Source: an optimization exercise on an open RTL-to-GDS flow (aim: small area, a short achievable clock period and few clock cycles). Production flows keep margins and buffers that such runs may drop. RTL that was checked went through simulation tests only; none was proved equivalent to the original.

==> inputs of run a <==
==> flow/design.v (excerpt) <==
module M1 (
	input logic Clock,
	input logic resetn,
	input logic [15:0] SRAM_read_data,
	input logic start,
	output logic [17:0] SRAM_address,
	output logic done,
	output logic [15:0] SRAM_write_data,
	output logic SRAM_we_n
);
export LEC_CHECK = 0
export CAP_MARGIN = 20
export CORE_MARGIN = 2
export CORE_UTILIZATION = 45
export PLACE_DENSITY = 0.6
export SLEW_MARGIN = 20
create_clock -name core_clock -period 14.0 [get_ports {Clock}]
standard.sh (not shown) runs the stock make flow with config.mk's settings and CLKGATE_MAP_FILE= SYNTH_SCRIPT=/design/flow/synth_recipe.tcl, a recipe that flattens the netlist after the stock synthesis.
==> flow/flow/run.sh <==
#!/bin/bash
export SETUP_SLACK_MARGIN=10.0
export CTS_CLUSTER_SIZE=25
export CTS_CLUSTER_DIAMETER=300
bash standard.sh > standard.log 2>&1
==> run b: changes against run a <==
--- a/flow/design.v
+++ b/flow/design.v
@@ -201,17 +201,18 @@
 wire fl_w126 = (fl_w116 & fl_w123) | (fl_w116 & fl_w118) | (fl_w123 & fl_w118);
 wire fl_w127 = fl_w120 ^ fl_w125;
 wire fl_w128 = fl_w120 & fl_w125;
 wire fl_w129 = s3[8] ^ fl_w124 ^ fl_w126;
 wire fl_w130 = (s3[8] & fl_w124) | (s3[8] & fl_w126) | (fl_w124 & fl_w126);
 wire [17:0] fl_a = {1'b1, 1'b1, fl_w128, fl_w122, fl_w114, fl_w104, fl_w94, fl_w80, fl_w77, fl_w52, fl_w38, fl_w35, fl_w23, fl_w12, fl_w8, fl_w5, fl_w2, 1'b1};
 wire [17:0] fl_b = {1'b0, fl_w130, fl_w129, fl_w127, fl_w121, fl_w113, fl_w103, fl_w93, fl_w79, fl_w65, fl_w51, fl_w37, fl_w25, fl_w17, fl_w11, fl_w7, fl_w3, fl_w1};
-logic [17:0] fla_r, flb_r;
-wire  [17:0] fl_sum = fla_r + flb_r;
-wire  [9:0]  filt = fl_sum[17:8];
+wire [8:0] fl_lo = {1'b0, fl_a[7:0]} + {1'b0, fl_b[7:0]};
+logic [9:0] fla_r, flb_r;
+logic       flc_r;
+wire  [9:0] filt = fla_r + flb_r + {9'd0, flc_r};
 logic [7:0] opy;
 logic [9:0] opu, opv;
 logic sel_x, sel_a, sel_m, sel_r;
 wire [9:0] up = {~opu[9], opu[8:0]};
 wire [9:0] vp = {~opv[9], opv[8:0]};
 wire [9:0] xp = sel_x ? up : vp;
 wire rb_w1 = ~opy[0] ^ ~xp[2] ^ (xp[0] ^ sel_a);
@@ -644,15 +645,15 @@
 always_ff @(posedge Clock) begin
 	if (ins) begin
 		for (int i = 0; i < 11; i++) win[i] <= win[i+1];
 		win[11] <= ins_data;
 	end
 	if (t3) ybuf <= SRAM_read_data;             
 	if (t3) opy <= SRAM_read_data[15:8];        
-	fla_r <= fl_a; flb_r <= fl_b;
+	fla_r <= fl_a[17:8]; flb_r <= fl_b[17:8]; flc_r <= fl_lo[8];
 	if (t4) uo <= filt;
 	if (t4) begin
 		opu <= {2'b00, win[4]};    
 		opv <= {2'b00, win[5]};
 	end
 	if (t1) begin
 		opy <= ybuf[7:0];
Settings changed: CAP_MARGIN 20 to 10, SLEW_MARGIN 20 to 10.
==> run c: changes against run a <==
--- a/flow/design.v
+++ b/flow/design.v
@@ -201,17 +201,18 @@
 wire fl_w126 = (fl_w116 & fl_w123) | (fl_w116 & fl_w118) | (fl_w123 & fl_w118);
 wire fl_w127 = fl_w120 ^ fl_w125;
 wire fl_w128 = fl_w120 & fl_w125;
 wire fl_w129 = s3[8] ^ fl_w124 ^ fl_w126;
 wire fl_w130 = (s3[8] & fl_w124) | (s3[8] & fl_w126) | (fl_w124 & fl_w126);
 wire [17:0] fl_a = {1'b1, 1'b1, fl_w128, fl_w122, fl_w114, fl_w104, fl_w94, fl_w80, fl_w77, fl_w52, fl_w38, fl_w35, fl_w23, fl_w12, fl_w8, fl_w5, fl_w2, 1'b1};
 wire [17:0] fl_b = {1'b0, fl_w130, fl_w129, fl_w127, fl_w121, fl_w113, fl_w103, fl_w93, fl_w79, fl_w65, fl_w51, fl_w37, fl_w25, fl_w17, fl_w11, fl_w7, fl_w3, fl_w1};
-logic [17:0] fla_r, flb_r;
-wire  [17:0] fl_sum = fla_r + flb_r;
-wire  [9:0]  filt = fl_sum[17:8];
+wire [8:0] fl_lo = {1'b0, fl_a[7:0]} + {1'b0, fl_b[7:0]};
+logic [9:0] fla_r, flb_r;
+logic       flc_r;
+wire  [9:0] filt = fla_r + flb_r + {9'd0, flc_r};
 logic [7:0] opy;
 logic [9:0] opu, opv;
 logic sel_x, sel_a, sel_m, sel_r;
 wire [9:0] up = {~opu[9], opu[8:0]};
 wire [9:0] vp = {~opv[9], opv[8:0]};
 wire [9:0] xp = sel_x ? up : vp;
 wire rb_w1 = ~opy[0] ^ ~xp[2] ^ (xp[0] ^ sel_a);
@@ -642,19 +643,19 @@
 wire [7:0] rb8 = clip(rb_hi);
 wire [7:0] g8  = clip(gg_hi);
 always_ff @(posedge Clock) begin
 	if (ins) begin
 		for (int i = 0; i < 11; i++) win[i] <= win[i+1];
 		win[11] <= ins_data;
 	end
-	if (t3) ybuf <= SRAM_read_data;             
-	if (t3) opy <= SRAM_read_data[15:8];        
-	fla_r <= fl_a; flb_r <= fl_b;
+	if (t3) ybuf <= SRAM_read_data;
+	fla_r <= fl_a[17:8]; flb_r <= fl_b[17:8]; flc_r <= fl_lo[8];
 	if (t4) uo <= filt;
 	if (t4) begin
+		opy <= ybuf[15:8];
 		opu <= {2'b00, win[4]};    
 		opv <= {2'b00, win[5]};
 	end
 	if (t1) begin
 		opy <= ybuf[7:0];
 		opu <= uo;
 		opv <= filt;
==> flow/flow/run.sh (replaced) <==
#!/bin/bash
cat standard.sh > standard_sh.txt
export SETUP_SLACK_MARGIN=11.0
bash standard.sh > standard.log 2>&1
==> run d: changes against run a <==
--- a/flow/design.v
+++ b/flow/design.v
@@ -201,17 +201,18 @@
 wire fl_w126 = (fl_w116 & fl_w123) | (fl_w116 & fl_w118) | (fl_w123 & fl_w118);
 wire fl_w127 = fl_w120 ^ fl_w125;
 wire fl_w128 = fl_w120 & fl_w125;
 wire fl_w129 = s3[8] ^ fl_w124 ^ fl_w126;
 wire fl_w130 = (s3[8] & fl_w124) | (s3[8] & fl_w126) | (fl_w124 & fl_w126);
 wire [17:0] fl_a = {1'b1, 1'b1, fl_w128, fl_w122, fl_w114, fl_w104, fl_w94, fl_w80, fl_w77, fl_w52, fl_w38, fl_w35, fl_w23, fl_w12, fl_w8, fl_w5, fl_w2, 1'b1};
 wire [17:0] fl_b = {1'b0, fl_w130, fl_w129, fl_w127, fl_w121, fl_w113, fl_w103, fl_w93, fl_w79, fl_w65, fl_w51, fl_w37, fl_w25, fl_w17, fl_w11, fl_w7, fl_w3, fl_w1};
-logic [17:0] fla_r, flb_r;
-wire  [17:0] fl_sum = fla_r + flb_r;
-wire  [9:0]  filt = fl_sum[17:8];
+wire [8:0] fl_lo = {1'b0, fl_a[7:0]} + {1'b0, fl_b[7:0]};
+logic [9:0] fla_r, flb_r;
+logic       flc_r;
+wire  [9:0] filt = fla_r + flb_r + {9'd0, flc_r};
 logic [7:0] opy;
 logic [9:0] opu, opv;
 logic sel_x, sel_a, sel_m, sel_r;
 wire [9:0] up = {~opu[9], opu[8:0]};
 wire [9:0] vp = {~opv[9], opv[8:0]};
 wire [9:0] xp = sel_x ? up : vp;
 wire rb_w1 = ~opy[0] ^ ~xp[2] ^ (xp[0] ^ sel_a);
@@ -644,15 +645,15 @@
 always_ff @(posedge Clock) begin
 	if (ins) begin
 		for (int i = 0; i < 11; i++) win[i] <= win[i+1];
 		win[11] <= ins_data;
 	end
 	if (t3) ybuf <= SRAM_read_data;             
 	if (t3) opy <= SRAM_read_data[15:8];        
-	fla_r <= fl_a; flb_r <= fl_b;
+	fla_r <= fl_a[17:8]; flb_r <= fl_b[17:8]; flc_r <= fl_lo[8];
 	if (t4) uo <= filt;
 	if (t4) begin
 		opu <= {2'b00, win[4]};    
 		opv <= {2'b00, win[5]};
 	end
 	if (t1) begin
 		opy <= ybuf[7:0];
Settings changed: CORE_UTILIZATION 45 to 60, PLACE_DENSITY 0.6 to 0.75.
==> notes <==
Run a ran to the end with no violations. Run c completed with no timing, DRC or antenna violations. Run d finished clean. Run b went through all stages and came out clean. Fmax: run b > run a > run d > run c. In run d the synthesized area is lower than in run a, by about 1.4%. In run c the worst hold slack is worse than in run a, by 8.7 ps. Of run b and run d, run b has the higher register-to-register slack (gap 30 ps). In run b the routed wire length is lower than in run c, by 4.1%.
Testbench counts of run b, summed over its fixed seeds: cycles 779,580.
Testbench counts of run c, summed over its fixed seeds: cycles 779,580.
Testbench counts of run d, summed over its fixed seeds: cycles 779,580.
The RTL of run a was laid out without a check of its function.


==> build 11 <==
Another version of the RTL of M1 (not shown whole).
clock: 14.0 ns
lec_check: 0
cap_margin: 20
core_margin: 2
core_utilization: 45
place_density: 0.6
slew_margin: 20
run.sh (not shown) runs the stock make flow with config.mk's settings and CLKGATE_MAP_FILE= SYNTH_SCRIPT=/design/flow/synth_recipe.tcl, a recipe that flattens the netlist after the stock synthesis.
Stock flow here: none of the scripts above is used.
==> trial 30: changes against build 11 <==
--- a/flow/design.v
+++ b/flow/design.v
@@ -13,27 +13,36 @@
 localparam logic [1:0] S_IDLE = 2'd0, S_RUN = 2'd1, S_LEAD = 2'd2, S_FIN = 2'd3;
 logic [1:0]  state;
 logic [4:0]  ph;         
 logic [7:0]  m;          
 logic [2:0]  lc;         
 logic        first;      
 logic [15:0] y_cnt;      
-logic [14:0] uv_cnt;     
 logic [17:0] rgb_cnt;    
 wire run  = (state == S_RUN);
 wire lead = (state == S_LEAD);
 wire t0 = run && ph[0];
 wire t1 = run && ph[1];
 wire t2 = run && ph[2];
 wire t3 = run && ph[3];
 wire t4 = run && ph[4];
-wire last_row = (uv_cnt == 15'd19200);            
+wire last_row = (y_cnt == 16'd38399) || (y_cnt == 16'd38400);
 wire wr_ok = (m != 8'd0) && !first;               
 wire cr_u = (m[0] && m <= 8'd153) || (m == 8'd158 && !last_row);
 wire cr_v = (!m[0] && m <= 8'd154 && !first) || (m == 8'd159 && !last_row);
+logic [17:0] cr_base;
+logic        cr_cin;
+always_comb begin
+	cr_cin = 1'b0;
+	if (lead) cr_base = (lc == 3'd1) ? 18'd57601 : (lc == 3'd4) ? 18'd38402 : 18'd38401;
+	else if (m == 8'd158) begin cr_base = 18'd38400; cr_cin = y_cnt[0]; end
+	else if (m == 8'd159) cr_base = 18'd57600;
+	else cr_base = cr_u ? 18'd38402 : 18'd57602;
+end
+wire [17:0] cr_addr = cr_base + {3'd0, y_cnt[15:1]} + {17'd0, cr_cin};
 logic [7:0]  win [0:11];
 logic [15:0] uw, vw, ybuf;
 logic [9:0]  uo;
 logic        cr_u_d, cr_v_d;      
 logic       ins, ins_u, ins_hi;
 wire  [7:0] ins_data = ins_u ? (ins_hi ? uw[15:8] : uw[7:0]) : (ins_hi ? vw[15:8] : vw[7:0]);
 wire  [2:0] lc1 = lc + 3'd1;
@@ -670,45 +679,36 @@
 	if (t4) SRAM_write_data <= {g8, rb8};
 end
 always_ff @(posedge Clock) begin
 	if (state == S_IDLE) begin
 		m <= 8'd158;
 		first <= 1'b1;
 		y_cnt <= 16'd0;
-		uv_cnt <= 15'd0;
 		rgb_cnt <= 18'd146944;
 		lc <= 3'd0;
 	end else if (run) begin
 		if (ph[0] && m <= 8'd159 && !first) begin
 			SRAM_address <= {2'b00, y_cnt};
 			y_cnt <= y_cnt + 16'd1;
 		end
 		if ((ph[1] || ph[3] || ph[4]) && wr_ok) begin
 			SRAM_address <= rgb_cnt;
 			rgb_cnt <= rgb_cnt + 18'd1;
 		end
-		if (ph[2] && cr_u) SRAM_address <= 18'd38400 + {3'd0, uv_cnt};
-		if (ph[2] && cr_v) begin
-			SRAM_address <= 18'd57600 + {3'd0, uv_cnt};
-			uv_cnt <= uv_cnt + 15'd1;
-		end
+		if (ph[2] && (cr_u || cr_v)) SRAM_address <= cr_addr;
 		if (ph[4]) begin
 			if (m == 8'd160) begin
 				first <= 1'b0;
 				lc <= 3'd0;
 				m <= 8'd0;
 			end else m <= m + 8'd1;
 		end
 	end else if (lead) begin
 		lc <= lc + 3'd1;
-		if (lc == 3'd0 || lc == 3'd4) SRAM_address <= 18'd38400 + {3'd0, uv_cnt};
-		if (lc == 3'd1) begin
-			SRAM_address <= 18'd57600 + {3'd0, uv_cnt};
-			uv_cnt <= uv_cnt + 15'd1;
-		end
+		if (lc == 3'd0 || lc == 3'd1 || lc == 3'd4) SRAM_address <= cr_addr;
 	end
 end
 always_ff @(posedge Clock or negedge resetn) begin
 	if (!resetn) begin
 		state <= S_IDLE;
 		ph <= 5'b00001;
 		SRAM_we_n <= 1'b1;
==> flow/flow/run.sh (new file) <==
#!/bin/bash
cat standard.sh > standard_sh.txt
export SETUP_SLACK_MARGIN=10.0
bash standard.sh > standard.log 2>&1
==> flow/standard.sh (new file) <==
#!/bin/bash
# synth_recipe.tcl (not shown) runs the flow's synth.tcl, then flattens the netlist and writes it again
# the make line also repeats each setting of config.mk as NAME=value (left out here)
make -C /OpenROAD-flow-scripts/flow DESIGN_CONFIG=/design/flow/config.mk WORK_HOME=/design/flow/orfs CLKGATE_MAP_FILE= SYNTH_SCRIPT=/design/flow/synth_recipe.tcl "${@:-finish}"
removed: flow/run.sh
==> summary.txt <==
status: complete, no violations
worst setup path start: selb_r
clock skew: 0.0287 ns
Sink Count: 355
initial DRC count: 925
met1 GRT Util: 27.3%
worst slew pin tran: 1.08 ns
Fmax: 212 MHz
CP endpoint: rbc_r
FFs & Latches: 355
number of tapcells: 664
Adder-Cell Fraction of Synth Area: 28.0%
[end of results for build 11]
==> summary.txt <==
status: complete, no violations
max incr delay on CP: 0.52 ns
max FFs per register: 96
Fillers: 4265
Adder-Cell Fraction of Synth Area: 28.8%
number of tapcells: 622
initial DRC count: 832
Sink Count: 340
met1 GRT Util: 28.0%
clk tree area frac: 5.06%
Most Used Layer, Global Route: met2
worst setup path start: win[4][1]
Final min period: 4.09 ns
FFs & Latches: 340
CP endpoint: flb_r[1]
clock skew: 0.0302 ns
DRC violation count after routing: 0
Fmax: 244 MHz
[end of results for trial 30]
Testbench counts of build 11, summed over its fixed seeds: cycles 779,580.
Testbench counts of trial 30, summed over its fixed seeds: cycles 779,580.

==> what the ideal ports hide <==
No port has a modelled driver above. Below, the same layouts with a new extraction and two added sets of constraints. Step 1 (the two cells are an assumption about what drives the block):
set clk [get_ports {Clock}]
set_driving_cell -lib_cell sky130_fd_sc_hd__clkbuf_16 $clk
set_driving_cell -lib_cell sky130_fd_sc_hd__buf_2 [delete_from_list [all_inputs] $clk]
Step 2 also shifts input and output timing later by t, the mid clock arrival at the registers, as if the neighbouring blocks saw the same clock. Slacks: ideal / step 1 / step 2; pairs: ideal / step 1.
run | t, ns | slack for setup (ns) | hold slack, ns | clock arrival spread, ns | slew at the worst register clock pin (ns)
run a | 0.595 | 9.869 / 9.869 / 9.598 | 0.422 / 0.422 / 0.422 | 0.028 / 0.029 | 0.12 / 0.12
run b | 0.585 | 9.893 / 9.893 / 9.534 | 0.405 / 0.405 / 0.405 | 0.041 / 0.042 | 0.12 / 0.12
run c | 0.631 | 9.839 / 9.839 / 9.839 | 0.413 / 0.413 / 0.413 | 0.029 / 0.030 | 0.07 / 0.07
run d | 0.569 | 9.863 / 9.863 / 9.721 | 0.402 / 0.402 / 0.402 | 0.038 / 0.038 | 0.11 / 0.11
build 11 | 0.599 | 9.275 / 9.275 / 9.275 | 0.413 / 0.413 / 0.413 | 0.029 / 0.029 | 0.06 / 0.06
trial 30 | 0.602 | 9.909 / 9.909 / 9.690 | 0.411 / 0.411 / 0.411 | 0.030 / 0.030 | 0.07 / 0.07
After both steps setup and hold are still met in every run listed. For run b, which loses most, drivers alone change the setup slack by 0.000 ns; drivers and shift together by -0.359 ns.
